This is an optimization exercise on Yosys and OpenROAD, whose aim is small area, not a production implementation. Only simulation tests tie the RTL to the original design; equivalence was not proved. Power figures rest on the tool's default switching activity, not on a simulated workload.

===== flow/config.mk =====
export PLATFORM = sky130hd
export DESIGN_NAME = top_module
export DESIGN_NICKNAME = top_module
export VERILOG_FILES = /design/flow/design.v
export SDC_FILE = /design/flow/constraint.sdc
export NUM_CORES = 4
export LEC_CHECK = 0
export CAP_MARGIN = 20
export CORE_MARGIN = 2
export CORE_UTILIZATION = 85
export SLEW_MARGIN = 20

===== flow/flow/run.sh =====
#!/bin/bash
# Own layout flow: the standard ORFS flow (standard.sh) with
#  - synthesis: the standard flow's script, but ABC maps with the area script in
#    flow/area.abc and Yosys's adder cells are not used (ADDER_MAP_FILE empty),
#    so ABC optimises the arithmetic too; registers are unchanged;
#  - port buffers of type buf_1;
#  - a clock tree of small clock buffers, without dummy loads.
set -euo pipefail
W=$PWD
{
  echo 'proc abc {args} {'
  echo '  set i [lsearch -exact $args -script]'
  echo '  if {$i >= 0} { lset args [expr {$i + 1}] $::env(AREA_ABC_SCRIPT) }'
  echo '  yosys abc {*}$args'
  echo '}'
  cat "$W/synth_recipe.tcl"
} > "$W/area_synth.tcl"
sed -e "s|SYNTH_SCRIPT=[^ ]*|SYNTH_SCRIPT=$W/area_synth.tcl ADDER_MAP_FILE=|" "$W/standard.sh" > "$W/area_standard.sh"
grep -q "area_synth.tcl ADDER_MAP_FILE=" "$W/area_standard.sh"
export AREA_ABC_SCRIPT="$W/flow/area.abc"
export BUFFER_PORTS_ARGS="-buffer_cell sky130_fd_sc_hd__buf_1"
export CTS_ARGS="-sink_clustering_enable -repair_clock_nets -buf_list sky130_fd_sc_hd__clkbuf_4 -dont_use_dummy_load"
bash "$W/area_standard.sh" > "$W/flow.log" 2>&1

===== flow/constraint.sdc =====
create_clock -name core_clock -period 10.0 [get_ports {in_clk}]
set_input_delay 2.0000 -clock core_clock [delete_from_list [all_inputs] [get_ports {in_clk}]]
set_output_delay 2.0000 -clock core_clock [all_outputs]
set_load 0.01 [all_outputs]

===== flow/flow/area.abc =====
strash
&get -n
&deepsyn -T 60
&put
dch -f
&get -n
&nf -R 1000
&put
topo

===== flow/design.v =====
module top_module (
  in_clk, in_restart,
  in_inserted_5, in_inserted_1, in_inserted_05, in_inserted_025,
  in_sel_a, in_sel_b, in_sel_c, in_sel_d,
  in_next, in_finish,
  out_change,
  out_stock_a, out_stock_b, out_stock_c, out_stock_d,
  out_csel_a, out_csel_b, out_csel_c, out_csel_d,
  out_change_1, out_change_05, out_change_025,
  out_spit_a, out_spit_b, out_spit_c, out_spit_d,
  out_state, out_sol_ok
);
input wire in_clk;
input wire in_restart;
input wire in_inserted_5;
input wire in_inserted_1;
input wire in_inserted_05;
input wire in_inserted_025;
input wire in_sel_a;
input wire in_sel_b;
input wire in_sel_c;
input wire in_sel_d;
input wire in_next;
input wire in_finish;
output wire signed [15:0] out_change;
output wire out_stock_a;
output wire out_stock_b;
output wire out_stock_c;
output wire out_stock_d;
output wire out_csel_a;
output wire out_csel_b;
output wire out_csel_c;
output wire out_csel_d;
output wire [7:0] out_change_1;
output wire out_change_05;
output wire out_change_025;
output wire out_spit_a;
output wire out_spit_b;
output wire out_spit_c;
output wire out_spit_d;
output wire [1:0] out_state;
output wire out_sol_ok;
main_FSM main_FSM_dut (
  .in_clk (in_clk),
  .in_restart (in_restart),
  .in_next (in_next),
  .in_finish (in_finish),
  .out_state (out_state)
);
dp dp_dut (
  .in_clk (in_clk),
  .in_restart (in_restart),
  .in_state (out_state),
  .in_inserted_5 (in_inserted_5),
  .in_inserted_1 (in_inserted_1),
  .in_inserted_05 (in_inserted_05),
  .in_inserted_025 (in_inserted_025),
  .in_sel_a (in_sel_a),
  .in_sel_b (in_sel_b),
  .in_sel_c (in_sel_c),
  .in_sel_d (in_sel_d),
  .out_change (out_change),
  .out_stock_a (out_stock_a),
  .out_stock_b (out_stock_b),
  .out_stock_c (out_stock_c),
  .out_stock_d (out_stock_d),
  .out_csel_a (out_csel_a),
  .out_csel_b (out_csel_b),
  .out_csel_c (out_csel_c),
  .out_csel_d (out_csel_d),
  .out_change_1 (out_change_1),
  .out_change_05 (out_change_05),
  .out_change_025 (out_change_025),
  .out_spit_a (out_spit_a),
  .out_spit_b (out_spit_b),
  .out_spit_c (out_spit_c),
  .out_spit_d (out_spit_d),
  .out_sol_ok (out_sol_ok)
);
endmodule
module main_FSM (in_clk, in_restart, in_next, in_finish, out_state);
  input wire in_clk, in_restart, in_next, in_finish;
  output reg [1:0] out_state;
  wire st_start = ~out_state[1] & out_state[0];
  always @(posedge in_clk) begin
    out_state[0] <= ~(in_restart | (st_start & in_next));
    out_state[1] <= ~in_restart & st_start & (in_next | in_finish);
  end
endmodule
module dp (
  in_clk, in_restart, in_state,
  in_sel_a, in_sel_b, in_sel_c, in_sel_d,
  in_inserted_5, in_inserted_1, in_inserted_05, in_inserted_025,
  out_stock_a, out_stock_b, out_stock_c, out_stock_d,
  out_csel_a, out_csel_b, out_csel_c, out_csel_d,
  out_spit_a, out_spit_b, out_spit_c, out_spit_d,
  out_change, out_change_1, out_change_05, out_change_025, out_sol_ok
);
  input wire in_clk, in_restart;
  input wire [1:0] in_state;
  input wire in_sel_a, in_sel_b, in_sel_c, in_sel_d;
  input wire in_inserted_5, in_inserted_1, in_inserted_05, in_inserted_025;
  output wire out_stock_a, out_stock_b, out_stock_c, out_stock_d;
  output wire out_csel_a, out_csel_b, out_csel_c, out_csel_d;
  output wire out_spit_a, out_spit_b, out_spit_c, out_spit_d;
  output wire signed [15:0] out_change;
  output reg [7:0] out_change_1;
  output reg out_change_05, out_change_025;
  output wire out_sol_ok;
  wire idle   = ~in_state[1] & ~in_state[0];
  wire start  = ~in_state[1] &  in_state[0];
  wire sitem  =  in_state[1] & ~in_state[0];
  wire smoney =  in_state[1] &  in_state[0];
  reg       item_a;
  reg [2:0] item_b, item_c, item_d;
  reg [14:0] money;
  reg [3:0] sel;
  reg       bought;
  assign {out_csel_a, out_csel_b, out_csel_c, out_csel_d} = sel & {4{~bought}};
  assign {out_spit_a, out_spit_b, out_spit_c, out_spit_d} = sel & {4{bought}};
  wire [3:0] in_sel = {in_sel_a, in_sel_b, in_sel_c, in_sel_d};
  reg [7:0] dollar_1_num, dollar_05_num, dollar_025_num;
  assign out_stock_a = item_a;
  assign out_stock_b = item_b[2];
  assign out_stock_c = item_c[2];
  assign out_stock_d = item_d[2];
  wire [4:0] price = (out_csel_a ? 5'd7 : 5'd0) + (out_csel_b ? 5'd6 : 5'd0) +
                     (out_csel_c ? 5'd5 : 5'd0) + (out_csel_d ? 5'd4 : 5'd0);
  wire        borrow;
  wire [14:0] change;
  assign {borrow, change} = {1'b0, money} - {11'd0, price};
  assign out_change = idle ? 16'd0 : {change, 1'b0};
  assign out_sol_ok = idle | change[14] |
                      ((dollar_1_num >= change[9:2]) &
                       ((|dollar_05_num) | ~change[1]) &
                       ((|dollar_025_num) | ~change[0]));
  wire buy = in_state[1] & ~borrow & out_sol_ok;
  wire [9:0] pay = ~smoney ? 10'd0 :
                   buy ? (change[14] ? 10'd0 : change[9:0]) : money[9:0];
  wire [4:0] coins = {in_inserted_5, 1'b0, in_inserted_5, 2'b00} +
                     {2'b00, in_inserted_1, in_inserted_05, in_inserted_025};
  wire [4:0] coins_g = start ? coins : 5'd0;
  always @(posedge in_clk) begin
    if (idle | smoney)
      money <= 15'd0;
    else if (sitem & buy)
      money <= change;
    else
      money <= money + {10'd0, coins_g};
    if (idle) begin
      dollar_1_num   <= 8'd2;
      dollar_05_num  <= 8'd2;
      dollar_025_num <= 8'd0;
    end else begin
      dollar_1_num   <= dollar_1_num + (start ? {7'd0, in_inserted_1} : ~{pay[9:2]}) + {7'd0, ~start};
      dollar_05_num  <= dollar_05_num + {{7{pay[1]}}, pay[1] | (start & in_inserted_05)};
      dollar_025_num <= dollar_025_num + {{7{pay[0]}}, pay[0] | (start & in_inserted_025)};
    end
    if (~in_restart) begin
      bought <= buy;
      if (idle | (smoney & ~buy)) begin
        sel <= 4'd0;
      end else if (start) begin
        sel <= ({out_csel_a, out_csel_b, out_csel_c, out_csel_d} ^ in_sel) &
               (~in_sel | {out_stock_a, out_stock_b, out_stock_c, out_stock_d});
      end
      if (idle) begin
        item_a <= 1'b1; item_b <= 3'b101; item_c <= 3'b101; item_d <= 3'b101;
      end else if (buy) begin
        if (out_csel_a) item_a <= 1'b0;
        if (out_csel_b) item_b <= {item_b[1] | item_b[0], item_b[0], item_b[0] & ~item_b[1]};
        if (out_csel_c) item_c <= {item_c[1] | item_c[0], item_c[0], item_c[0] & ~item_c[1]};
        if (out_csel_d) item_d <= {item_d[1] | item_d[0], item_d[0], item_d[0] & ~item_d[1]};
      end
      if (in_state[0])
        {out_change_1, out_change_05, out_change_025} <= pay;
    end
  end
endmodule

===== flow/standard.sh =====
#!/bin/bash
# synth_recipe.tcl (not shown) runs the flow's synth.tcl, then flattens the netlist and writes it again
# the make line also repeats each setting of config.mk as NAME=value (left out here)
make -C /OpenROAD-flow-scripts/flow DESIGN_CONFIG=/design/flow/config.mk WORK_HOME=/design/flow/orfs CLKGATE_MAP_FILE= SYNTH_SCRIPT=/design/flow/synth_recipe.tcl "${@:-finish}"

==> impl_metrics.csv, run 1 <==
group,metric,value,unit
floorplan,die_y,69.0,um
synth,ys_types,45,
synth,syn_avg_cell_area,8.55,sq um
synth,yosysMostFrequentCell,"nor2_1",
synth,ys_seq_elements,66,
synth,ys.flop_type,"dfxtp_1",
synth,yosysWarnings,2,
status,outcome,"did not finish",
synth,synth_common_cells,"nor2_1, dfxtp_1, nand2_1, a21oi_1, o21ai_0",
synth,synth_top_area_frac,0.229,
synth,synth.top_cells.by_area,"dfxtp_1, edfxtp_1, xnor2_1, nor2_1, a21oi_1",
synth,synth_edf_count,25,
synth,async_flop_share,0,
status,firstError,"[ERROR GPL-0301] Utilization 100.518 % exceeds 100%.",
synth,synth_cells,420,
synth,seq_area_frac_synth,0.438,
synth,yosys.area.top_type,"dfxtp_1",
floorplan,rows,23,
synth,syn_nets,432,
floorplan,initial_core_util,0.891,
status,haltStage,"global placement without I/O",
synth,synth_area,0.00359,sq mm
floorplan,die_w,69.0,um
==> logic make-up after synthesis <==
group,after synthesis,synth area share
other,1,0.00104
adder cells (fa/ha/maj),3,0.00836
buffers and inverters,29,0.0314
AO/OA/AOI/OAI,119,0.204
flip-flops,66,0.438
AND/OR/NAND/NOR,160,0.214
multiplexers,4,0.0112
XOR/XNOR,38,0.0927
==> run 2, diff against run 1 <==
--- a/flow/config.mk
+++ b/flow/config.mk
@@ -8,4 +8,5 @@
 export CAP_MARGIN = 20
 export CORE_MARGIN = 2
-export CORE_UTILIZATION = 85
+export CORE_UTILIZATION = 75
+export GPL_TIMING_DRIVEN = 0
 export SLEW_MARGIN = 20
==> run 2 against run 1 <==
Against the previous run:
- area after synthesis unchanged
- synthesized cell count unchanged
- now clean on timing, DRC and antenna
==> impl_metrics.csv, run 2 <==
group,metric,value,unit
cells_and_area,top_register,"dp_dut.money",
synth,synth_common_cells,"nor2_1, dfxtp_1, nand2_1, a21oi_1, o21ai_0",
critical_path,slowest_delay,0.49,ns
floorplan,rows,25,
global_route,antenna_found_initial,0,
power_and_ir_drop,seqPwrFrac,0.371,
placed_design,dpl_worst_slack,1.42,ns
cells_and_area,fill_cells,310,
synth,synth_edf_count,25,
synth,syn_nets,432,
placed_design,numPortBuffers,51,
timing,final.setup.tns,0,ns
synth,yosysMostFrequentCell,"nor2_1",
cells_and_area,fin_util,0.841,
synth,seq_area_frac_synth,0.438,
timing,setup_viol,0,
synth,synth_area,0.00359,sq mm
clocking,cts_buffers,9,
floorplan,die_w,73.2,um
cells_and_area,largest_reg_flops,15,
power_and_ir_drop,p_leak,1.45,nW
synth,yosysWarnings,2,
global_route,grt_first_pass_wirelength,13000,um
floorplan,io_pins,53,
global_route,track_usage,0.316,
clocking,clockBufferDepth,2,
floorplan,coreArea,0.00466,sq mm
power_and_ir_drop,power.share.combinational,0.508,
synth,syn_avg_cell_area,8.55,sq um
cells_and_area,layout-drive-gt1-share,0.0208,
critical_path,endpoint_kind,"flop",
routing,avgRoutedWirePerCell,14.8,um
cells_and_area,final_area,0.00392,sq mm
critical_path,worst_ep_required_time,10.31,ns
min_path,holdCritPathClass,"reg -> reg",
timing,finClkSkew,0.0137,ns
floorplan,die_y,73.2,um
synth,synth.top_cells.by_area,"dfxtp_1, edfxtp_1, xnor2_1, nor2_1, a21oi_1",
routing,drc,0,
routing,first_pass_iters,5,
clocking,cts_setup_buffers,0,
power_and_ir_drop,p_switching,0.000445,W
placed_design,dpl.hpwl,5770,um
routing,initialDrtViolationCount,256,
timing,maxSlewHeadroom,0.294,
timing,max_freq,114,MHz
power_and_ir_drop,switching_share,0.440,
routing,viasPerCell,6.20,
power_and_ir_drop,clkPwrFrac,0.121,
synth,async_flop_share,0,
timing,setup_ws,1.22,ns
power_and_ir_drop,peakVddDrop,0.000134,V
power_and_ir_drop,power_density,258,mW/mm^2
clocking,postCtsHoldBufs,0,
synth,ys_seq_elements,66,
routing,vias,3310,
timing,worstMarginPinSlew,1.06,ns
cells_and_area,layout_commonest_cell,"buf_1",
synth,ys_types,45,
status,outcome,"finished clean",
clocking,htree_levels,3,
timing,hold_viol,0,
critical_path,crit_arrival,9.09,ns
clocking,cts_tree,"built",
timing,layout_min_cycle_time,8.78,ns
clocking,cts-resized-gates,0,
global_route,grt_pass1_vias,3059,
critical_path,timing.setup.critical_path_class,"reg -> reg",
cells_and_area,final_cell_mix,"buf_1, nor2_1, dfxtp_1",
floorplan,initial_core_util,0.770,
cells_and_area,diodes,0,
power_and_ir_drop,p_int,0.000567,W
synth,synth_cells,420,
critical_path,cp_max_fo,10,
timing,rsz0062_at_grt,"no",
clocking,clk_pin_slew_worst_paths,0.09,ns
synth,ys.flop_type,"dfxtp_1",
clocking,cts-root-buf,"clkbuf_4",
synth,synth_top_area_frac,0.229,
floorplan,die_area,0.00536,sq mm
critical_path,start_kind,"flop",
timing,slew_violations,0,
critical_path,cpMaxStageDelayCell,"edfxtp_1",
cells_and_area,area_growth,9.09,%
flow_run,maxCapViolations,0,
synth,yosys.area.top_type,"dfxtp_1",
placed_design,gp_congestion,0.922,
global_route,grt_overflow,0,
routing,routed_wl,7920,um
global_route,grt_max_degree,28,
routing,ant_nets,0,
clocking,insertion_delay,0.39,ns
placed_design,placed_area,0.00385,sq mm
clocking,clkSinkCount,66,
cells_and_area,nNetsFinal,494,
timing,period_share,0.878,
run 2: final timing paths:
kind	from	to	slack (ns)	cells past startpoint
hold / removal	dp_dut.dollar_025_num[7]	dp_dut.dollar_025_num[7]	0.45	1
hold reg to reg	dp_dut.dollar_025_num[7]	dp_dut.dollar_025_num[7]	0.45	1
setup / recovery	dp_dut.sel[1]	dp_dut.dollar_1_num[7]	1.22	39
setup reg to reg	dp_dut.sel[1]	dp_dut.dollar_1_num[7]	1.22	39
run 2: cell type report:
cell class	count	area [sq um]	area share
Clock buffer	9	67.6	0.0172
Inverter	28	105	0.0268
Timing Repair Buffer	51	191	0.0489
Multi-Input combinational cell	325	1910	0.487
Tap cell	54	67.6	0.0172
Buffer	1	7.51	0.00192
Sequential cell	66	1570	0.401
run 2: cell families after synthesis:
group           share of synthesized area
simple gates                        0.214
compound gates                      0.204
flops                               0.438
xor+xnor                           0.0927
buf+inv                            0.0314
mux                                0.0112
fa+ha+maj                         0.00836
other cells                       0.00104
run 2: worst max-delay path: cells and delay by family (launching register included):
kind            cells  cell delay [ns]
buf+inv             2             0.31
flops               1             0.49
simple gates       14             3.29
xor+xnor            6             1.07
mux                 1             0.17
fa+ha+maj           2             0.79
compound gates     14             2.58
run 2: stage by stage:
step / power (W) / cells / hold WS [ns]
final: 0.00101 / 534 / 0.450
after detailed placement: 0.000885 / 525 / 0.442
after global routing: 0.00108 / 534 / 0.469
after CTS: 0.00101 / 534 / 0.454
after floorplan: 0.000758 / 420 / 0.417
after global placement: 0.000860 / 525 / 0.435
run 2: layer usage:
| metal | up-vias | routed length, um | global-route usage |
|---|---|---|---|
| li1 | 1629 | - | - |
| met1 | 1523 | 3340 | 0.367 |
| met5 | - | 0 | 0 |
| met2 | 129 | 3970 | 0.560 |
| met3 | 29 | 414 | 0.0525 |
| met4 | 0 | 201 | 0.156 |
run 2: power groups by stage:
stage / combinational, W / clock, W / sequential [W]
global route: 0.000571 / 0.000131 / 0.000382
global placement: 0.000483 / 0 / 0.000376
detailed placement: 0.000505 / 0 / 0.000380
CTS: 0.000509 / 0.000123 / 0.000374
floorplan: 0.000389 / 0 / 0.000369
finish: 0.000514 / 0.000123 / 0.000375
==> run 3, diff against run 2 <==
==> flow/flow/area.abc (replaced) <==
strash
&get -n
&deepsyn -T 30
&dch -f
&nf -R 2000
&st
&dch -f
&nf -R 2000
&put
topo
--- a/flow/config.mk
+++ b/flow/config.mk
@@ -9,4 +9,3 @@
 export CORE_MARGIN = 2
 export CORE_UTILIZATION = 75
-export GPL_TIMING_DRIVEN = 0
 export SLEW_MARGIN = 20
==> run 3 against run 2 <==
Against the previous run:
- core utilization fell by 0.24 points
- power rose by 4.4%
- critical endpoint unchanged
- critical path depth fell by 3
- sequential power barely moved
==> impl_metrics.csv, run 3 <==
group,metric,value,unit
cells_and_area,layout_commonest_cell,"nor2_1",
cells_and_area,largest_reg_flops,15,
timing,setup_ws,1.55,ns
synth,yosys.area.top_type,"dfxtp_1",
synth,ys_seq_elements,66,
floorplan,die_area,0.00529,sq mm
routing,ant_nets,0,
placed_design,dpl_worst_slack,1.83,ns
flow_run,maxCapViolations,0,
cells_and_area,diodes,0,
routing,avgRoutedWirePerCell,15.8,um
critical_path,crit_arrival,8.77,ns
routing,drc,0,
power_and_ir_drop,p_leak,1.43,nW
timing,final.setup.tns,0,ns
floorplan,die_w,72.8,um
synth,synth_area,0.00355,sq mm
routing,viasPerCell,6.22,
synth,synth_top_area_frac,0.231,
placed_design,gp_congestion,0.873,
clocking,cts_tree,"built",
clocking,postCtsHoldBufs,0,
clocking,htree_levels,3,
critical_path,cp_common_cell,"nor2_1",
clocking,clkSinkCount,66,
synth,synth.top_cells.by_area,"dfxtp_1, edfxtp_1, xnor2_1, nor2_1, o21ai_0",
timing,period_share,0.845,
global_route,grt_max_degree,27,
timing,max_freq,118,MHz
routing,initialDrtViolationCount,325,
synth,syn_nets,432,
timing,hold_viol,0,
critical_path,slowest_delay,0.53,ns
placed_design,numPortBuffers,51,
status,outcome,"finished clean",
timing,slew_violations,0,
timing,layout_min_cycle_time,8.45,ns
power_and_ir_drop,peakVddDrop,0.000223,V
clocking,cts-resized-gates,0,
clocking,cts-root-buf,"clkbuf_4",
floorplan,coreArea,0.00463,sq mm
critical_path,crit_buf_inv,2,
synth,synth_cells,420,
routing,routed_wl,8430,um
cells_and_area,nNetsFinal,495,
routing,vias,3330,
timing,finClkSkew,0.0291,ns
synth,async_flop_share,0,
synth,yosysWarnings,2,
timing,worstMarginPinSlew,0.894,ns
synth,yosysMostFrequentCell,"nor2_1",
global_route,grt_overflow,0,
critical_path,cpMaxStageDelayCell,"edfxtp_1",
timing,rsz0062_at_grt,"no",
global_route,grt_pass1_vias,3010,
clocking,cts_setup_buffers,0,
synth,synth_common_cells,"nor2_1, nand2_1, dfxtp_1, o21ai_0, a21oi_1",
power_and_ir_drop,power_density,272,mW/mm^2
synth,ys.flop_type,"dfxtp_1",
clocking,clockBufferDepth,2,
critical_path,cp_top_family,"simple AND/OR/NAND/NOR gates",
critical_path,cp_max_fo,10,
cells_and_area,final_cell_mix,"nor2_1, buf_1, nand2_1",
clocking,insertion_delay,0.42,ns
cells_and_area,fill_cells,304,
clocking,clk_pin_slew_worst_paths,0.09,ns
timing,maxSlewHeadroom,0.401,
cells_and_area,top_register,"dp_dut.money",
global_route,grt_first_pass_wirelength,13600,um
synth,seq_area_frac_synth,0.443,
clocking,cts_buffers,9,
global_route,track_usage,0.336,
min_path,holdCritPathClass,"reg -> reg",
cells_and_area,area_growth,9.42,%
synth,ys_types,41,
timing,setup_viol,0,
synth,syn_avg_cell_area,8.44,sq um
critical_path,worst_ep_required_time,10.32,ns
floorplan,initial_core_util,0.766,
floorplan,io_pins,53,
global_route,antenna_found_initial,0,
placed_design,dpl.hpwl,6070,um
synth,synth_edf_count,25,
cells_and_area,layout-drive-gt1-share,0.0229,
floorplan,rows,25,
critical_path,timing.setup.critical_path_class,"reg -> reg",
critical_path,start_kind,"flop",
floorplan,die_y,72.8,um
routing,first_pass_iters,5,
critical_path,endpoint_kind,"flop",
[run 3: cell types whose count changed in the layout (fill, tap and decap cells not counted), moves of 3 or more]
| cell | previous run | this run |
|---|---|---|
| a21oi_1 | 32 | 28 |
| o21a_1 | 11 | 2 |
| nand2b_1 | 13 | 9 |
| o21ai_0 | 31 | 35 |
| a211oi_1 | 1 | 5 |
| nand2_1 | 39 | 44 |
| nor4_1 | 2 | 5 |
| nor2_1 | 45 | 58 |
| nand3_1 | 13 | 8 |
[run 3: metal layers]
metal	wire, um	global-route usage	vias up
met1	3490	0.417	1512
li1	-	-	1615
met2	4000	0.540	173
met4	255	0.185	0
met3	694	0.0760	30
met5	0	0	-
[run 3: power by group]
part           internal, W  switching (W)
Sequential        0.000324      0.0000531
Combinational     0.000210       0.000346
Clock            0.0000417      0.0000811
Total             0.000576       0.000480
[run 3: kinds of logic (layout without fill, tap and decap cells)]
family / count (synthesis) / in the layout / synth area share
buffers and inverters: 28 / 89 / 0.0307
muxes: 4 / 4 / 0.0113
xor gates and xnor gates: 39 / 39 / 0.0963
DFF: 66 / 66 / 0.443
adders and majority gates: 3 / 3 / 0.00847
other: 1 / 1 / 0.00106
and+or+nand+nor: 164 / 164 / 0.211
AOI/OAI and AO/OA: 115 / 115 / 0.198
[run 3: area by class of cell]
cell class                      count  area [sq um]  share of cell area
Tap cell                           54          67.6              0.0174
Clock buffer                        9          67.6              0.0174
Sequential cell                    66          1570               0.405
Multi-Input combinational cell    326          1870               0.481
Inverter                           27           101              0.0261
Timing Repair Buffer               53           206              0.0532
[run 3: stage by stage]
step	utilization	power (W)	instance area, sq um	hold slack, ns	cells
2_1_floorplan	-	0.000785	3550	0.455	420
3_3_place_gp	0.824	0.000906	3810	0.466	526
3_5_place_dp	0.824	0.000926	3810	0.476	526
4_1_cts	0.838	0.00105	3880	0.492	535
5_1_grt	0.838	0.00113	3880	0.518	535
6_report	0.838	0.00106	3880	0.491	535
[run 3: tightest hold or removal path, stage by stage, from the launching register on]
cell and delay [ns]:
dfxtp_1 0.32, nand2_1 0.07, xor2_1 0.06
[run 3: path summary, 6_finish.rpt]
kind | start | to | slack, ns | depth (start not counted)
max | dp_dut.bought | dp_dut.dollar_1_num[7] | 1.55 | 36
max reg2reg | dp_dut.bought | dp_dut.dollar_1_num[7] | 1.55 | 36
min | dp_dut.dollar_05_num[7] | dp_dut.dollar_05_num[7] | 0.49 | 2
min reg2reg | dp_dut.dollar_05_num[7] | dp_dut.dollar_05_num[7] | 0.49 | 2

## what the ideal ports hide
In the flow no input, the clock included, has a driving cell. The finished layouts below were timed again as built, in two steps.
Step 1 (the two cells are an assumption about what drives the block):
set clk [get_ports {in_clk}]
set_driving_cell -lib_cell sky130_fd_sc_hd__clkbuf_16 $clk
set_driving_cell -lib_cell sky130_fd_sc_hd__buf_2 [delete_from_list [all_inputs] $clk]
Step 2 moves the port delays by t, midway between the first and last clock arrival at a register: inputs arrive t later, outputs are due t later. That takes back most of the time a late clock gives input paths.
Slacks: ideal / step 1 / step 2; pairs: ideal / step 1.
run | t, ns | slack for setup (ns) | hold WS [ns] | worst register clock-pin slew, ns
run 2 | 0.413 | 1.224 / 1.224 / 1.224 | 0.450 / 0.450 / 0.450 | 0.10 / 0.10
run 3 | 0.435 | 1.548 / 1.548 / 1.548 | 0.491 / 0.491 / 0.491 | 0.11 / 0.11
After both steps setup and hold are still met in every run listed.
